Background: an optimization exercise with open tools, aiming at small area, a short achievable clock period and few clock cycles per item. Do not read the settings as production practice.
RTL that was checked went through simulation tests only; none was proved equivalent to the original.

## before
// kitten_fabric_tile
module kitten_fabric_tile #(
    parameter N_PRE       = 4096,
    parameter N_POST      = 4096,
    parameter ADDRW_PRE   = 13,
    parameter ADDRW_CSR   = 18,
    parameter ADDRW_POST  = 12,
    parameter PACK_WIDTH  = 8,
    parameter BRAM_DELAY  = 1
) (
    input  wire                  clk,
    input  wire                  rst,
    input  wire                  i_step_start,
    input  wire                  i_proj_done,
    output wire                  o_step_done,
    input  wire                  i_pre_spike_valid,
    input  wire [15:0]           i_pre_spike_idx,
    input  wire                  i_pre_spike,
    output wire                  o_pre_spike_ready,
    output wire                  o_post_spike_valid,
    output wire [PACK_WIDTH-1:0] o_post_spike_data,
    input  wire                  i_post_spike_ready,
    output wire [ADDRW_PRE-1:0]  o_indptr_addr,
    input  wire [31:0]           i_indptr_data,
    output wire [ADDRW_CSR-1:0]  o_indices_addr,
    input  wire [31:0]           i_indices_data,
    output wire [ADDRW_CSR-1:0]  o_values_addr,
    input  wire [15:0]           i_values_q_data,
    input  wire [15:0]           i_scale_q,
    output wire [ADDRW_POST-1:0] o_I_addr,
    output wire                  o_I_we,
    output wire [31:0]           o_I_din,
    input  wire [31:0]           i_I_dout,
    output wire [ADDRW_POST-1:0] o_v_addr,
    output wire                  o_v_we,
    output wire [31:0]           o_v_din,
    input  wire [31:0]           i_v_dout,
    input  wire [15:0]           i_alpha,
    input  wire [15:0]           i_v_th
);
clock: 14.0 ns
lec_check: 0
cap_margin: 20
core_margin: 2
core_utilization: 55
cts_cluster_diameter: 100
cts_cluster_size: 22
slew_margin: 20
standard.sh (not shown) runs the stock make flow with config.mk's settings and CLKGATE_MAP_FILE= SYNTH_SCRIPT=/design/flow/synth_recipe.tcl, a recipe that flattens the netlist after the stock synthesis.
==> flow/flow/run.sh <==
#!/bin/bash
# Standard layout with plain buffers on the ports; timing repair aims
# SETUP_MARGIN ns beyond the clock period.
set -o pipefail
export BUFFER_PORTS_ARGS="-buffer_cell sky130_fd_sc_hd__buf_1"
bash standard.sh SETUP_SLACK_MARGIN=9.5 finish 2>&1 | tee standard_flow.log
Modified inputs, after compared to before
--- a/flow/design.v
+++ b/flow/design.v
@@ -333,17 +333,17 @@
     assign o_post_spike_data  = ow;
     assign o_indptr_addr      = pa;
     assign o_indices_addr     = k[17:0];
     assign o_values_addr      = k[17:0];
     assign o_I_addr           = AD;
     assign o_v_addr           = AD;
     assign o_I_we             = I_we;
     assign o_v_we             = v_we;
-    assign o_I_din            = izero ? 32'd0 : D;
+    assign o_I_din            = izero ? 32'd0 : acc;    
     assign o_v_din            = D;
     wire [18:0] k1       = k + 19'd1;
     wire        hasr     = (k != kend);
     wire        lastr    = (k1 == kend);
     wire        issue    = !ph && ((fe == F_P1) || ((fe == F_IT) && hasr));
     wire        kill     = (fe == F_IT) && ph && sp && !hasr;
     wire        acc_ev   = i_pre_spike_valid && rdy &&
                            (proj || (idle && i_step_start));
@@ -486,19 +486,19 @@
             TWO <= two_n;
         end
         if (pop) B <= phd ? {1'b0, i_v_dout[15:0]} : {vh[15], vh};
         else     B <= {1'b0, i_scale_q};
         vh <= i_v_dout[31:16];
         S  <= s_n;
         c14 <= c14_t[14];
         C  <= c_n;
-        if (pop ? phd : !phd) rd <= fwd ? D : i_I_dout;
+        if (pop ? phd : !phd) rd <= fwd ? acc : i_I_dout;
         acc <= sum;
-        if (phd) D <= pop ? vnew : sum;
+        if (phd) D <= vnew;
         if (pop) begin
             if (ph) begin
                 AD <= k[11:0];
             end else begin
                 AD <= aw;
                 if (sv[3]) aw <= aw + 12'd1;
             end
         end else begin
Results
Diff before -> after: global-route usage increased 1.4 points, full die area lost about 1.3%, final hold slack shows a reduction of 26 ps. Per the comparison of after with before, number of instances in the synthesized netlist now smaller, number of inserted diodes picked up an extra 2, arrival time reported for the critical path endpoint shrank by 3020 ps, wire length higher. Lower critical path depth among after and before: after. Diff before -> after: via count has decreased, post-route fraction of the period consumed by the critical path has increased, cell area has decreased.
Testbench counts of after, summed over its fixed seeds: cycles 332,068, steps 24.
For before, only the layout was checked, not whether the RTL still works.


kitten_fabric_tile, a different RTL version from the one above (not shown whole).
For scale: roughly 330 flip-flops, roughly 370 I/O pins.
Settings: LEC_CHECK=0, CAP_MARGIN=40, CORE_MARGIN=2, CORE_UTILIZATION=55, CTS_CLUSTER_DIAMETER=100, CTS_CLUSTER_SIZE=30, SLEW_MARGIN=60; clock period 14.0 ns.
Scripts as last shown in full above: flow/flow/run.sh
Edit:
--- a/flow/design.v
+++ b/flow/design.v
@@ -308,17 +308,17 @@
     reg  [18:0] kend;        
     reg         sp;          
     reg         izero;       
     reg  [2:0]  ev;          
     reg  [3:0]  sv;          
     reg  [7:0]  NEG, ONE, TWO;    
     reg  [16:0] B;           
     reg  [15:0] vh;
-    reg  [31:0] S, C;        
+    reg  [32:0] S, C;        
     reg         c14;         
     reg         phm, phs, phc, phd, phe;    
     reg  [31:0] rd;          
     reg  [31:0] acc;
     reg  [31:0] D;           
     reg  [11:0] AD;          
     reg  [11:0] aw;          
     reg         I_we, v_we;
@@ -359,18 +359,18 @@
         for (q = 0; q < 8; q = q + 1) begin
             neg_n[q] = a_x[2*q+2] & ~(a_x[2*q+1] & a_x[2*q]);
             one_n[q] = a_x[2*q+1] ^ a_x[2*q];
             two_n[q] = (a_x[2*q+2] & ~a_x[2*q+1] & ~a_x[2*q]) |
                        (~a_x[2*q+2] & a_x[2*q+1] & a_x[2*q]);
         end
     end
     wire [14:0] c14_t = {1'b0, s_n[13:0]} + {1'b0, c_n[13:0]};
-    wire [31:0] ys    = S;
-    wire [31:0] yc    = C;
+    wire [31:0] ys    = phs ? {13'd0, S[32:14]} : {S[29:0], 2'b00};
+    wire [31:0] yc    = phc ? {13'd0, C[32:14]} : {C[29:0], 2'b00};
     wire [31:0] kc    = phm ? (32'd0 - 32'd174760) : (32'd0 - (32'd21845 << 19));
     wire [31:0] xo    = phm ? rd : acc;
     wire [31:0] sum   = xo + kc + ys + yc + {31'd0, phm & c14};
     wire [31:0] th    = {{16{kend[15]}}, kend[15:0]};
     wire [32:0] dif33 = {acc[31], acc} - {th[31], th};
     wire [31:0] dif   = dif33[31:0];
     wire        spk   = !dif33[32];
     wire [31:0] vnew  = spk ? dif : acc;
@@ -483,19 +483,19 @@
         if (!phe) begin
             NEG <= neg_n;
             ONE <= one_n;
             TWO <= two_n;
         end
         if (pop) B <= phd ? {1'b0, i_v_dout[15:0]} : {vh[15], vh};
         else     B <= {1'b0, i_scale_q};
         vh <= i_v_dout[31:16];
-        S  <= phs ? {s_n[29:0], 2'b00} : {13'd0, s_n[32:14]};
+        S  <= s_n;
         c14 <= c14_t[14];
-        C  <= phc ? {c_n[29:0], 2'b00} : {13'd0, c_n[32:14]};
+        C  <= c_n;
         if (pop ? phd : !phd) rd <= fwd ? D : i_I_dout;
         acc <= sum;
         if (phd) D <= pop ? vnew : sum;
         if (pop) begin
             if (ph) begin
                 AD <= k[11:0];
             end else begin
                 AD <= aw;
Flip-flop and latch count came out lower by 2.
Setup slack gains 0.081 ns.
Final cell count came out lower by 4.6%.
Design area came out lower by 2.5%.
Wire length came out lower by 9.6%.
Hold slack gains 0.015 ns.
Core utilization came out higher by 1.2 points.
Clock-buffer cell count came out lower by 4.
Area after synthesis came out lower by 3.6%.
Critical path depth came out higher by 13.
No run of this note included a check of the RTL's function; only the layout flow was run.


## run B
RTL: one of the versions met above, not the one the previous note started from.
Settings: LEC_CHECK=0, CAP_MARGIN=40, CORE_MARGIN=2, CORE_UTILIZATION=55, SLEW_MARGIN=60; clock period 14.0 ns.
Scripts as last shown in full above: flow/flow/run.sh
Relative to run B, the following input files were edited for run A:
--- a/flow/design.v
+++ b/flow/design.v
@@ -307,19 +307,19 @@
     reg  [18:0] k;           
     reg  [18:0] kend;        
     reg         sp;          
     reg         izero;       
     reg  [2:0]  ev;          
     reg  [3:0]  sv;          
     reg  [7:0]  NEG, ONE, TWO;    
     reg  [16:0] B;           
     reg  [15:0] vh;
-    reg  [32:0] S, C;        
+    reg  [31:0] S, C;        
     reg         c14;         
     reg         phm, phs, phc, phd, phe;    
     reg  [31:0] rd;          
     reg  [31:0] acc;
     reg  [31:0] D;           
     reg  [11:0] AD;          
     reg  [11:0] aw;          
     reg         I_we, v_we;
     reg  [8:0]  pk;          
@@ -358,20 +358,20 @@
     always @(*) begin
         for (q = 0; q < 8; q = q + 1) begin
             neg_n[q] = a_x[2*q+2] & ~(a_x[2*q+1] & a_x[2*q]);
             one_n[q] = a_x[2*q+1] ^ a_x[2*q];
             two_n[q] = (a_x[2*q+2] & ~a_x[2*q+1] & ~a_x[2*q]) |
                        (~a_x[2*q+2] & a_x[2*q+1] & a_x[2*q]);
         end
     end
     wire [14:0] c14_t = {1'b0, s_n[13:0]} + {1'b0, c_n[13:0]};
-    wire [31:0] ys    = phs ? {13'd0, S[32:14]} : {S[29:0], 2'b00};
-    wire [31:0] yc    = phc ? {13'd0, C[32:14]} : {C[29:0], 2'b00};
+    wire [31:0] ys    = S;
+    wire [31:0] yc    = C;
     wire [31:0] kc    = phm ? (32'd0 - 32'd174760) : (32'd0 - (32'd21845 << 19));
     wire [31:0] xo    = phm ? rd : acc;
     wire [31:0] sum   = xo + kc + ys + yc + {31'd0, phm & c14};
     wire [31:0] th    = {{16{kend[15]}}, kend[15:0]};
     wire [32:0] dif33 = {acc[31], acc} - {th[31], th};
     wire [31:0] dif   = dif33[31:0];
     wire        spk   = !dif33[32];
     wire [31:0] vnew  = spk ? dif : acc;
     wire        fwd   = !pop && I_we && (AD == aw);
@@ -482,21 +482,21 @@
             kend <= i_indptr_data[18:0];
         if (!phe) begin
             NEG <= neg_n;
             ONE <= one_n;
             TWO <= two_n;
         end
         if (pop) B <= phd ? {1'b0, i_v_dout[15:0]} : {vh[15], vh};
         else     B <= {1'b0, i_scale_q};
         vh <= i_v_dout[31:16];
-        S  <= s_n;
+        S  <= phs ? {s_n[29:0], 2'b00} : {13'd0, s_n[32:14]};
         c14 <= c14_t[14];
-        C  <= c_n;
+        C  <= phc ? {c_n[29:0], 2'b00} : {13'd0, c_n[32:14]};
         if (pop ? phd : !phd) rd <= fwd ? D : i_I_dout;
         acc <= sum;
         if (phd) D <= pop ? vnew : sum;
         if (pop) begin
             if (ph) begin
                 AD <= k[11:0];
             end else begin
                 AD <= aw;
                 if (sv[3]) aw <= aw + 12'd1;
==> run notes <==
- Compared with run B, run A shows global-route usage higher by 1.7 points.
- The site row count in run A was higher than what run B gave.
- In the floorplan summary, run A is listed with a die area greater than that of run B.
- Against run B, run A reports a number of signal-net buffers in the layout that is lower.
- As far as number of flops mapped to enable cells by yosys goes, run B and run A are indistinguishable; the numbers are identical.
- Compared with run B, run A ends up with more cell area.
- Taking run B as the reference point, the share of the core filled with cells of run A falls by 1.4 points.
No run of this note included a check of the RTL's function; only the layout flow was run.

[re-timing with driven ports]
The flow's constraints put no driver on any port. The routed layouts listed below were extracted and timed again, unchanged, in two steps.
Step 1: set_driving_cell puts a clkbuf_16 on clk and a buf_2 on each other input, an assumption about the parent block.
Step 2 moves the port delays by t, midway between the first and last clock arrival at a register: inputs arrive t later, outputs are due t later. That takes back most of the time a late clock gives input paths.
a / b / c = ideal ports / drivers / drivers and shift; a / b = the first two.
run	t (ns)	setup slack, ns	worst setup path after step 2	clock arrival spread, ns
before	0.609	9.577 / 9.547 / 9.577	register to register	0.025 / 0.025
after	0.591	9.482 / 9.421 / 9.709	register to register	0.019 / 0.020
the first run of note 2	0.603	9.522 / 9.461 / 9.547	register to register	0.052 / 0.051
the second run of note 2	0.607	9.603 / 9.580 / 9.603	register to register	0.022 / 0.023
run B	0.628	9.605 / 9.548 / 9.626	register to register	0.017 / 0.016
run A	0.619	9.589 / 9.532 / 9.601	register to register	0.027 / 0.027
After both steps every run listed still meets setup and hold.
